Background: an optimization exercise with open tools, aiming at small area and a short achievable clock period. Do not read the settings as production practice. Where RTL was checked, it was by simulation tests only, not by an equivalence proof against the original. The RTL of run 2 was laid out without a check of its function. Power figures rest on the tool's default switching activity, not on a simulated workload.

==> flow/design.v (outline; a module is shown in full before it is edited, if it fits) <==
// module mac: 2658 lines
// module mac_fa: 4 lines
module mac (
    input  logic               i_nrst,
    input  logic               i_clk,
    input  logic signed  [7:0] i_a0, i_a1, i_a2, i_a3, i_a4, i_a5, i_a6, i_a7,
    input  logic signed  [7:0] i_b0, i_b1, i_b2, i_b3, i_b4, i_b5, i_b6, i_b7,
    output logic signed [18:0] o_res
);
  // ...
==> flow/flow/run.sh <==
#!/bin/bash
set -e
export BUFFER_PORTS_ARGS="-buffer_cell sky130_fd_sc_hd__buf_1"
bash standard.sh > standard.log 2>&1
==> flow/standard.sh <==
#!/bin/bash
# synth_recipe.tcl (not shown) runs the flow's synth.tcl, then flattens the netlist and writes it again
# the make line also repeats each setting of config.mk as NAME=value (left out here)
make -C /OpenROAD-flow-scripts/flow DESIGN_CONFIG=/design/flow/config.mk WORK_HOME=/design/flow/orfs CLKGATE_MAP_FILE= SYNTH_SCRIPT=/design/flow/synth_recipe.tcl "${@:-finish}"
==> flow/config.mk <==
export PLATFORM = sky130hd
export DESIGN_NAME = mac
export DESIGN_NICKNAME = mac
export VERILOG_FILES = /design/flow/design.v
export SDC_FILE = /design/flow/constraint.sdc
export NUM_CORES = 4
export LEC_CHECK = 0
export CAP_MARGIN = 20
export CORE_MARGIN = 5
export CORE_UTILIZATION = 40
export SETUP_SLACK_MARGIN = 2.3
export SLEW_MARGIN = 20
export SYNTH_HIERARCHICAL = 1
export SYNTH_MINIMUM_KEEP_SIZE = 0
==> flow/constraint.sdc <==
create_clock -name core_clock -period 5.5 [get_ports {i_clk}]
set_input_delay 1.1000 -clock core_clock [delete_from_list [all_inputs] [get_ports {i_clk}]]
set_output_delay 1.1000 -clock core_clock [all_outputs]
set_load 0.01 [all_outputs]
==> out/metrics.yaml, run 1 <==
run_status:
  status: "no timing/DRC/antenna violations"
worst_setup_path:
  end_kind: "flip-flop"
  slowest_stage: "fa_2"
  startpoint: "i_a4[1]"
final_layout:
  final_cell_mix: "367 x nand2_1, 302 x fa_1, 184 x fa_2, 170 x dfxtp_1, 71 x buf_2"
  final-seq-area_sq_um: 3400
  sh_seq_area: 0.174
  clkCellAreaFrac: 0.0303
  largest_class: "multi-input combinational cells"
  n_clock_buffer: 19
  seq_cells: 170
  antenna_cells: 0
power_and_ir_drop:
  p_per_area_nw_per_um2: 569
  irDropWorstVdd_mv: 0.353
synthesis:
  avgSynthCellArea_sq_um: 11.5
  ys_warn_count: 7
  synth_seq_area_share: 0.199
  yosysTopAreaCellShare: 0.570
  yosys-top-cells-area: "fa_1 57%, dfxtp_1 20%, nand2_1 9.0%, and2_1 4.2%, clkbuf_1 2.5%"
  synth_seq_cells: 170
drt:
  detail-route-antenna-nets: 0
  route.detailed.drc: 0
  wire_per_inst_um: 27.8
  wl_met3_um: 4830
floorplanning:
  coreArea_sq_um: 42100
clocking:
  hold_buffers: 0
place:
  pre_cts_ws_ns: 1.38
timing:
  finalSetupViolations: 0
global_routing:
  grtUsageTotal: 0.256
min_path:
  min_path_type: "flip-flop to flip-flop"
==> run 2: changes to the inputs <==
--- a/flow/design.v
+++ b/flow/design.v
@@ -1455,16 +1455,17 @@
     logic s1447;
     logic c1448;
     logic s1449;
     logic c1450;
     logic s1451;
     logic c1452;
     logic s1453;
     logic c1454;
+    logic [48:0] r2;
     logic s1455;
     logic c1456;
     logic s1457;
     logic c1458;
     logic s1459;
     logic c1460;
     logic s1461;
     logic c1462;
@@ -1485,17 +1486,16 @@
     logic s1477;
     logic c1478;
     logic s1479;
     logic c1480;
     logic s1481;
     logic c1482;
     logic s1483;
     logic c1484;
-    logic [34:0] r2;
     logic [18:0] nx, ny, sum;
     assign p1 = ~(i_a0[0] & i_b0[0]);
     assign p2 = ~(i_a0[0] & i_b0[1]);
     assign p3 = ~(i_a0[0] & i_b0[2]);
     assign p4 = ~(i_a0[0] & i_b0[3]);
     assign p5 = ~(i_a0[0] & i_b0[4]);
     assign p6 = ~(i_a0[0] & i_b0[5]);
     assign p7 = ~(i_a0[0] & i_b0[6]);
@@ -2586,70 +2586,84 @@
     mac_fa us1439 (.a(c1398), .b(s1401), .ci(c1400), .s(s1439), .co(c1440));
     mac_fa us1441 (.a(c1402), .b(s1405), .ci(c1404), .s(s1441), .co(c1442));
     mac_fa us1443 (.a(c1406), .b(s1409), .ci(c1408), .s(s1443), .co(c1444));
     mac_fa us1445 (.a(s1413), .b(c1410), .ci(c1412), .s(s1445), .co(c1446));
     mac_fa us1447 (.a(c1414), .b(s1417), .ci(c1416), .s(s1447), .co(c1448));
     mac_fa us1449 (.a(s1421), .b(c1418), .ci(s1423), .s(s1449), .co(c1450));
     mac_fa us1451 (.a(c1422), .b(s1425), .ci(c1424), .s(s1451), .co(c1452));
     mac_fa us1453 (.a(r1[112]), .b(r1[113]), .ci(c1426), .s(s1453), .co(c1454));
-    mac_fa us1455 (.a(1'b1), .b(r1[3]), .ci(r1[4]), .s(s1455), .co(c1456));
-    mac_fa us1457 (.a(r1[6]), .b(r1[7]), .ci(r1[8]), .s(s1457), .co(c1458));
-    mac_fa us1459 (.a(r1[9]), .b(s1383), .ci(s1429), .s(s1459), .co(c1460));
-    mac_fa us1461 (.a(c1430), .b(s1387), .ci(s1431), .s(s1461), .co(c1462));
-    mac_fa us1463 (.a(c1432), .b(s1391), .ci(s1433), .s(s1463), .co(c1464));
-    mac_fa us1465 (.a(c1434), .b(s1395), .ci(s1435), .s(s1465), .co(c1466));
-    mac_fa us1467 (.a(c1436), .b(s1437), .ci(s1399), .s(s1467), .co(c1468));
-    mac_fa us1469 (.a(c1438), .b(s1403), .ci(s1439), .s(s1469), .co(c1470));
-    mac_fa us1471 (.a(s1407), .b(c1440), .ci(s1441), .s(s1471), .co(c1472));
-    mac_fa us1473 (.a(s1411), .b(c1442), .ci(s1443), .s(s1473), .co(c1474));
-    mac_fa us1475 (.a(s1415), .b(c1444), .ci(s1445), .s(s1475), .co(c1476));
-    mac_fa us1477 (.a(s1419), .b(c1446), .ci(s1447), .s(s1477), .co(c1478));
-    mac_fa us1479 (.a(c1420), .b(s1449), .ci(c1448), .s(s1479), .co(c1480));
-    mac_fa us1481 (.a(s1427), .b(c1450), .ci(s1451), .s(s1481), .co(c1482));
-    mac_fa us1483 (.a(c1428), .b(s1453), .ci(c1452), .s(s1483), .co(c1484));
     always_ff @(posedge i_clk) begin
         r2[0] <= r1[0];
         r2[1] <= r1[1];
         r2[2] <= r1[2];
-        r2[3] <= s1455;
-        r2[4] <= r1[5];
-        r2[5] <= c1456;
-        r2[6] <= s1457;
-        r2[7] <= c1458;
-        r2[8] <= s1459;
-        r2[9] <= c1460;
-        r2[10] <= s1461;
-        r2[11] <= c1462;
-        r2[12] <= s1463;
-        r2[13] <= c1464;
-        r2[14] <= s1465;
-        r2[15] <= c1466;
-        r2[16] <= s1467;
-        r2[17] <= c1468;
-        r2[18] <= s1469;
-        r2[19] <= c1470;
-        r2[20] <= s1471;
-        r2[21] <= c1472;
-        r2[22] <= s1473;
-        r2[23] <= c1474;
-        r2[24] <= s1475;
-        r2[25] <= c1476;
-        r2[26] <= s1477;
-        r2[27] <= c1478;
-        r2[28] <= s1479;
-        r2[29] <= c1480;
-        r2[30] <= s1481;
-        r2[31] <= c1482;
-        r2[32] <= s1483;
-        r2[33] <= c1484;
-        r2[34] <= c1454;
+        r2[3] <= r1[3];
+        r2[4] <= r1[4];
+        r2[5] <= r1[5];
+        r2[6] <= r1[6];
+        r2[7] <= r1[7];
+        r2[8] <= r1[8];
+        r2[9] <= s1429;
+        r2[10] <= r1[9];
+        r2[11] <= s1383;
+        r2[12] <= c1430;
+        r2[13] <= s1431;
+        r2[14] <= s1387;
+        r2[15] <= c1432;
+        r2[16] <= s1433;
+        r2[17] <= s1391;
+        r2[18] <= c1434;
+        r2[19] <= s1435;
+        r2[20] <= s1395;
+        r2[21] <= c1436;
+        r2[22] <= s1437;
+        r2[23] <= s1399;
+        r2[24] <= c1438;
+        r2[25] <= s1439;
+        r2[26] <= s1403;
+        r2[27] <= c1440;
+        r2[28] <= s1441;
+        r2[29] <= s1407;
+        r2[30] <= c1442;
+        r2[31] <= s1443;
+        r2[32] <= s1411;
+        r2[33] <= c1444;
+        r2[34] <= s1445;
+        r2[35] <= s1415;
+        r2[36] <= c1446;
+        r2[37] <= s1447;
+        r2[38] <= s1419;
+        r2[39] <= c1448;
+        r2[40] <= s1449;
+        r2[41] <= c1420;
+        r2[42] <= c1450;
+        r2[43] <= s1451;
+        r2[44] <= s1427;
+        r2[45] <= c1452;
+        r2[46] <= s1453;
+        r2[47] <= c1428;
+        r2[48] <= c1454;
     end
-    assign nx = {1'b0, r2[33], r2[31], r2[29], r2[27], r2[25], r2[23], r2[21], r2[19], r2[17], r2[15], r2[13], r2[11], r2[9], r2[7], r2[5], r2[3], r2[2], r2[0]};
-    assign ny = {1'b1, r2[34], r2[32], r2[30], r2[28], r2[26], r2[24], r2[22], r2[20], r2[18], r2[16], r2[14], r2[12], r2[10], r2[8], r2[6], r2[4], 1'b1, r2[1]};
+    mac_fa us1455 (.a(1'b1), .b(r2[3]), .ci(r2[4]), .s(s1455), .co(c1456));
+    mac_fa us1457 (.a(r2[6]), .b(r2[7]), .ci(r2[8]), .s(s1457), .co(c1458));
+    mac_fa us1459 (.a(r2[10]), .b(r2[11]), .ci(r2[9]), .s(s1459), .co(c1460));
+    mac_fa us1461 (.a(r2[12]), .b(r2[13]), .ci(r2[14]), .s(s1461), .co(c1462));
+    mac_fa us1463 (.a(r2[15]), .b(r2[16]), .ci(r2[17]), .s(s1463), .co(c1464));
+    mac_fa us1465 (.a(r2[18]), .b(r2[19]), .ci(r2[20]), .s(s1465), .co(c1466));
+    mac_fa us1467 (.a(r2[21]), .b(r2[22]), .ci(r2[23]), .s(s1467), .co(c1468));
+    mac_fa us1469 (.a(r2[24]), .b(r2[25]), .ci(r2[26]), .s(s1469), .co(c1470));
+    mac_fa us1471 (.a(r2[27]), .b(r2[28]), .ci(r2[29]), .s(s1471), .co(c1472));
+    mac_fa us1473 (.a(r2[30]), .b(r2[31]), .ci(r2[32]), .s(s1473), .co(c1474));
+    mac_fa us1475 (.a(r2[33]), .b(r2[34]), .ci(r2[35]), .s(s1475), .co(c1476));
+    mac_fa us1477 (.a(r2[36]), .b(r2[37]), .ci(r2[38]), .s(s1477), .co(c1478));
+    mac_fa us1479 (.a(r2[39]), .b(r2[40]), .ci(r2[41]), .s(s1479), .co(c1480));
+    mac_fa us1481 (.a(r2[42]), .b(r2[43]), .ci(r2[44]), .s(s1481), .co(c1482));
+    mac_fa us1483 (.a(r2[45]), .b(r2[46]), .ci(r2[47]), .s(s1483), .co(c1484));
+    assign nx = {1'b0, c1484, c1482, c1480, c1478, c1476, c1474, c1472, c1470, c1468, c1466, c1464, c1462, c1460, c1458, c1456, s1455, r2[2], r2[0]};
+    assign ny = {1'b1, r2[48], s1483, s1481, s1479, s1477, s1475, s1473, s1471, s1469, s1467, s1465, s1463, s1461, s1459, s1457, r2[5], 1'b1, r2[1]};
     assign sum = ~nx + ~ny;
     logic nrst_d1, nrst_d2;
     logic [18:0] res;
     always_ff @(posedge i_clk) begin
         nrst_d1 <= i_nrst;
         nrst_d2 <= nrst_d1;
         if (!(i_nrst && nrst_d1 && nrst_d2)) res <= '0;
         else res <= sum;
==> flow/config.mk (replaced) <==
export PLATFORM = sky130hd
export DESIGN_NAME = mac
export DESIGN_NICKNAME = mac
export VERILOG_FILES = /design/flow/design.v
export SDC_FILE = /design/flow/constraint.sdc
export NUM_CORES = 4
export LEC_CHECK = 0
export CAP_MARGIN = 20
export CORE_MARGIN = 5
export CORE_UTILIZATION = 40
export SETUP_SLACK_MARGIN = 2.5
export SLEW_MARGIN = 20
export SYNTH_HIERARCHICAL = 1
export SYNTH_MINIMUM_KEEP_SIZE = 0
==> out/metrics.yaml, run 2 <==
timing:
  fin_worst_skew_ns: 0.0145  # was 0.00962 ns
  relSlewSlack: 0.394  # was 0.429
  fin_crit_ns: 3.13  # was 3.22 ns
  post-route-period-util: 0.569  # was 0.585
  worst_pin_slew_ns: 0.906  # was 0.853 ns
  whs_ns: 0.333  # was 0.329 ns
  slew_violations: 0  # unchanged
  rsz0062_at_grt: "yes"  # unchanged
  setup_tns_ns: 0  # unchanged
  finalSetupViolations: 0  # unchanged
  max_freq_ghz: 0.320  # was 0.311 GHz
  hold_violations: 0  # unchanged
synthesis:
  synthCells: 1501  # was 1487
  synth_cell_types: 51  # unchanged
  synth_edf_count: 0  # unchanged
  synth_xor_area_frac: 0.00252  # was 0.00256
  synth_seq_area_share: 0.212  # was 0.199
  post-synth-top-count-cell: "fa_1"  # unchanged
  synth_seq_cells: 184  # was 170
  synth_mux_area_frac: 0.00288  # was 0.00293
  synth-simple-area-share: 0.146  # was 0.148
  yosys-top-cells-area: "fa_1 56%, dfxtp_1 21%, nand2_1 8.8%, and2_1 4.2%, clkbuf_1 2.5%"  # was fa_1 57%, dfxtp_1 20%, nand2_1 9.0%, and2_1 4.2%, clkbuf_1 2.5%
  synth_commonest_cells: "486 x fa_1, 409 x nand2_1, 184 x dfxtp_1"  # was 486 x fa_1, 409 x nand2_1, 170 x dfxtp_1
  yosysTopAreaCellShare: 0.560  # was 0.570
  synth_top_family_by_area: "adder cells"  # unchanged
  synth_compound_area_frac: 0.0278  # was 0.0283
  ys_warn_count: 7  # unchanged
  avgSynthCellArea_sq_um: 11.6  # was 11.5 sq um
  yosys.area.top_type: "fa_1"  # unchanged
  synthArstFlopShare: 0  # unchanged
  synth_area_sq_um: 17400  # was 17100 sq um
  synthFlopType: "dfxtp_1"  # unchanged
  synth_fa_ha_area_frac: 0.573  # was 0.583
clocking:
  insertion_delay_ns: 0.46  # was 0.45 ns
  cts_max_path_buffers: 2  # unchanged
  cts_buffers: 17  # unchanged
  hold_buffers: 0  # unchanged
  numClockSinks: 184  # was 170
  root_buffer: "clkbuf_16"  # unchanged
  clkTransAtPathRegs_ns: 0.08  # was 0.07 ns
  tritoncts: "done"  # unchanged
  htreeDepth: 4  # unchanged
drt:
  route.detailed.drc: 0  # unchanged
  drt_wl_total_um: 60100  # was 58200 um
  wire_per_inst_um: 27.6  # was 27.8 um
  drt_iter0_markers: 899  # was 866
  detail-route-antenna-nets: 0  # unchanged
  dr_total_vias: 11700  # was 11400
  dr.pass1.iters: 5  # unchanged
  vias_per_cell: 5.37  # was 5.43
worst_setup_path:
  rrSetupSlack_ns: 2.85  # was 2.64 ns
  slowest_stage: "fa_2"  # unchanged
  path_delay_family: "adder cells"  # unchanged
  r2r_start: "r2[10]"  # was r1[76]
  required_ns: 5.83  # about the same
  crit_buf_inv: 1  # unchanged
  max_stage_delay_ns: 0.61  # was 0.62 ns
  path_cells: "buf_8 > and2_4 > fa_2 > fa_2 > fa_2 > fa_1"  # was buf_2 > nand2_1 > fa_2 > fa_2 > fa_2 > fa_2
  crit_top_cell: "fa_2"  # unchanged
  reg2reg_depth: 8  # was 5
  crit_path_max_fanout: 8  # unchanged
  startpoint: "i_a3[7]"  # was i_a4[1]
  cp-start-kind: "primary input"  # unchanged
  end_kind: "flip-flop"  # unchanged
  crit_arrival_ns: 3.45  # was 3.55 ns
  critPathKind: "primary input to flip-flop"  # unchanged
  timing.rr.end: "res[18]"  # was r2[24]
min_path:
  min_path_type: "flip-flop to flip-flop"  # unchanged
  holdPathEnd: "r2[1]"  # unchanged
  hold_start: "r1[1]"  # unchanged
  hold_depth: 0  # unchanged
power_and_ir_drop:
  pwr-share-comb: 0.675  # was 0.685
  p_per_area_nw_per_um2: 531  # was 569 nW/um^2
  p_sw_mw: 5.30  # was 5.05 mW
  leakage_nw: 8.05  # was 7.34 nW
  swShare: 0.461  # was 0.453
  irDropWorstVdd_mv: 0.287  # was 0.353 mV
  p_seq_frac: 0.212  # was 0.207
  p_clk_frac: 0.112  # was 0.108
  p_int_mw: 6.19  # was 6.09 mW
global_routing:
  grtUsageTotal: 0.259  # was 0.256
  grt_overflow_total: 0  # unchanged
  grt_max_degree: 23  # was 22
  antenna_found_initial: 0  # was 1
  grt_pass1_wl_um: 89100  # was 86400 um
  grt_pass1_vias: 13300  # was 13000
final_layout:
  top_register: "r1"  # unchanged
  largest_register_ff_count: 114  # unchanged
  post-route-util: 0.504  # was 0.464
  nets: 2209  # was 2177
  design_area_sq_um: 21700  # was 19600 sq um
  syn_to_final_growth_pct: 24.8  # was 14.5%
  antenna_cells: 0  # unchanged
  n_fill_cell: 3724  # was 3845
  final_layout_size_suffix_gt1_frac: 0.416  # was 0.285
  final_cell_mix: "309 x nand2_1, 304 x fa_2, 184 x dfxtp_1, 182 x fa_1, 68 x and2_4"  # was 367 x nand2_1, 302 x fa_1, 184 x fa_2, 170 x dfxtp_1, 71 x buf_2
  top_regs: "r1 (114), r2 (49), res (19)"  # was r1 (114), r2 (35), res (19)
  mostFrequentLayoutCell: "nand2_1"  # unchanged
place:
  place_hpwl_um: 50500  # was 50300 um
  io_buffers: 148  # unchanged
  dpl_cell_area_sq_um: 19500  # was 18600 sq um
  gp_congestion: 1.00  # was 0.972
floorplanning:
  dieArea_sq_um: 47700  # was 46900 sq um
  io_pins: 149  # unchanged
  start_util: 0.404  # was 0.405
  coreArea_sq_um: 43000  # was 42100 sq um
  fp.dieW_um: 218  # was 217 um
  row_count: 76  # was 75
  die_y_um: 218  # was 217 um
flow_run:
  maxCapViolations: 0  # unchanged
run_status:
  status: "no timing/DRC/antenna violations"  # unchanged
run 2: cell count changes in the layout (fill, tap and decap cells not counted), sizes merged:
cell,previous run,this run
dfxtp,170,184
buf,113,167
bufinv,1,0
clkbuf,55,17
clkinvlp,1,0
clkinv,3,7
run 2: how the worst max path moves through the flow:
stage | endpoint | slack [ns] | depth (start not counted)
global route | r1[52] | 2.38 | 6
global placement | r1[64] | 1.38 | 6
finish | r1[64] | 2.37 | 6
detailed placement | r1[64] | 1.40 | 6
CTS | r1[52] | 2.39 | 6
floorplan | r1[75] | 2.04 | 6
run 2: kinds of logic (layout without fill, tap and decap cells):
logic type | after synthesis | in the layout
AO/OA/AOI/OAI | 68 | 68
XOR/XNOR | 5 | 5
adder cells (fa/ha/maj) | 504 | 504
buffers and inverters | 161 | 241
flip-flops | 184 | 184
multiplexers | 4 | 4
other | 2 | 9
AND/OR/NAND/NOR | 573 | 573
run 2: Yosys stat by module (local to each module, per instance):
module / cells inside / copies in the design / flops+latches / cell area, sq um
mac: 1015 / 1 / 184 / 7630
mac_fa: 1 / 486 / 0 / 20.0
run 2: routing by layer:
metal	up-vias	global-route usage	share of wire
li1	4674	-	-
met1	6218	0.339	0.39
met2	647	0.425	0.48
met3	134	0.0647	0.093
met4	0	0.0885	0.037
met5	-	0	0
run 2: power by group through the flow:
stage | Combinational, mW | Sequential, mW | Clock (mW)
5_1_grt | 8.75 | 2.52 | 1.38
6_report | 7.76 | 2.44 | 1.29
2_1_floorplan | 5.27 | 2.41 | 0
3_5_place_dp | 7.62 | 2.49 | 0
3_3_place_gp | 7.45 | 2.47 | 0
4_1_cts | 7.76 | 2.46 | 1.33
run 2: area by class of cell:
type | instances | area, sq um | area share
Inverter | 42 | 158 | 0.00728
Multi-Input combinational cell | 1163 | 14500 | 0.669
Clock inverter | 15 | 211 | 0.00976
Sequential cell | 184 | 3680 | 0.170
Clock buffer | 17 | 425 | 0.0196
Timing Repair Buffer | 167 | 1960 | 0.0905
Tap cell | 585 | 732 | 0.0338
run 2: per-stage QoR:
stage	total power [mW]	std cells	setup slack, ns
2_1_floorplan	7.68	1508	2.04
3_3_place_gp	9.91	2123	1.38
3_5_place_dp	10.1	2123	1.40
4_1_cts	11.5	2162	2.39
5_1_grt	12.6	2173	2.38
6_report	11.5	2173	2.37
run 2: what timing repair did:
item | in CTS | in global routing
setup buffers | 7 | 11
setup endpoints to repair | 107 | 25
resized for setup | 411 | 95
pin swaps | 54 | 72
run 2: worst register-to-register path, stage by stage, from the launching register on:
cell       delay [ns]
dfxtp_1          0.32
fa_1             0.53
inv_1            0.04
ha_1             0.34
a21o_1           0.24
a21o_1           0.21
o2111ai_1        0.29
nand3_1          0.20
a2111oi_2        0.35

## what the ideal ports hide
How much do the figures lean on ideal ports? The routed layouts below were timed once more, with nothing changed but the port constraints.
Step 1 (the two cells are an assumption about what drives the block):
set clk [get_ports {i_clk}]
set_driving_cell -lib_cell sky130_fd_sc_hd__clkbuf_16 $clk
set_driving_cell -lib_cell sky130_fd_sc_hd__buf_2 [delete_from_list [all_inputs] $clk]
Step 2 moves the port delays by t, midway between the first and last clock arrival at a register: inputs arrive t later, outputs are due t later. That takes back most of the time a late clock gives input paths.
Three values: ideal ports, drivers, drivers and shift; two values: the first two.
| run | t (ns) | slack for setup (ns) | hold WS [ns] | clock arrival spread, ns |
|---|---|---|---|---|
| run 1 | 0.493 | 2.283 / 2.286 / 1.793 | 0.329 / 0.329 / 0.329 | 0.010 / 0.010 |
| run 2 | 0.504 | 2.373 / 2.375 / 1.871 | 0.333 / 0.333 / 0.333 | 0.015 / 0.015 |
After both steps every run listed still meets setup and hold. The setup slack of run 2, which loses most, moves by +0.002 ns with the drivers and by -0.502 ns with both steps.
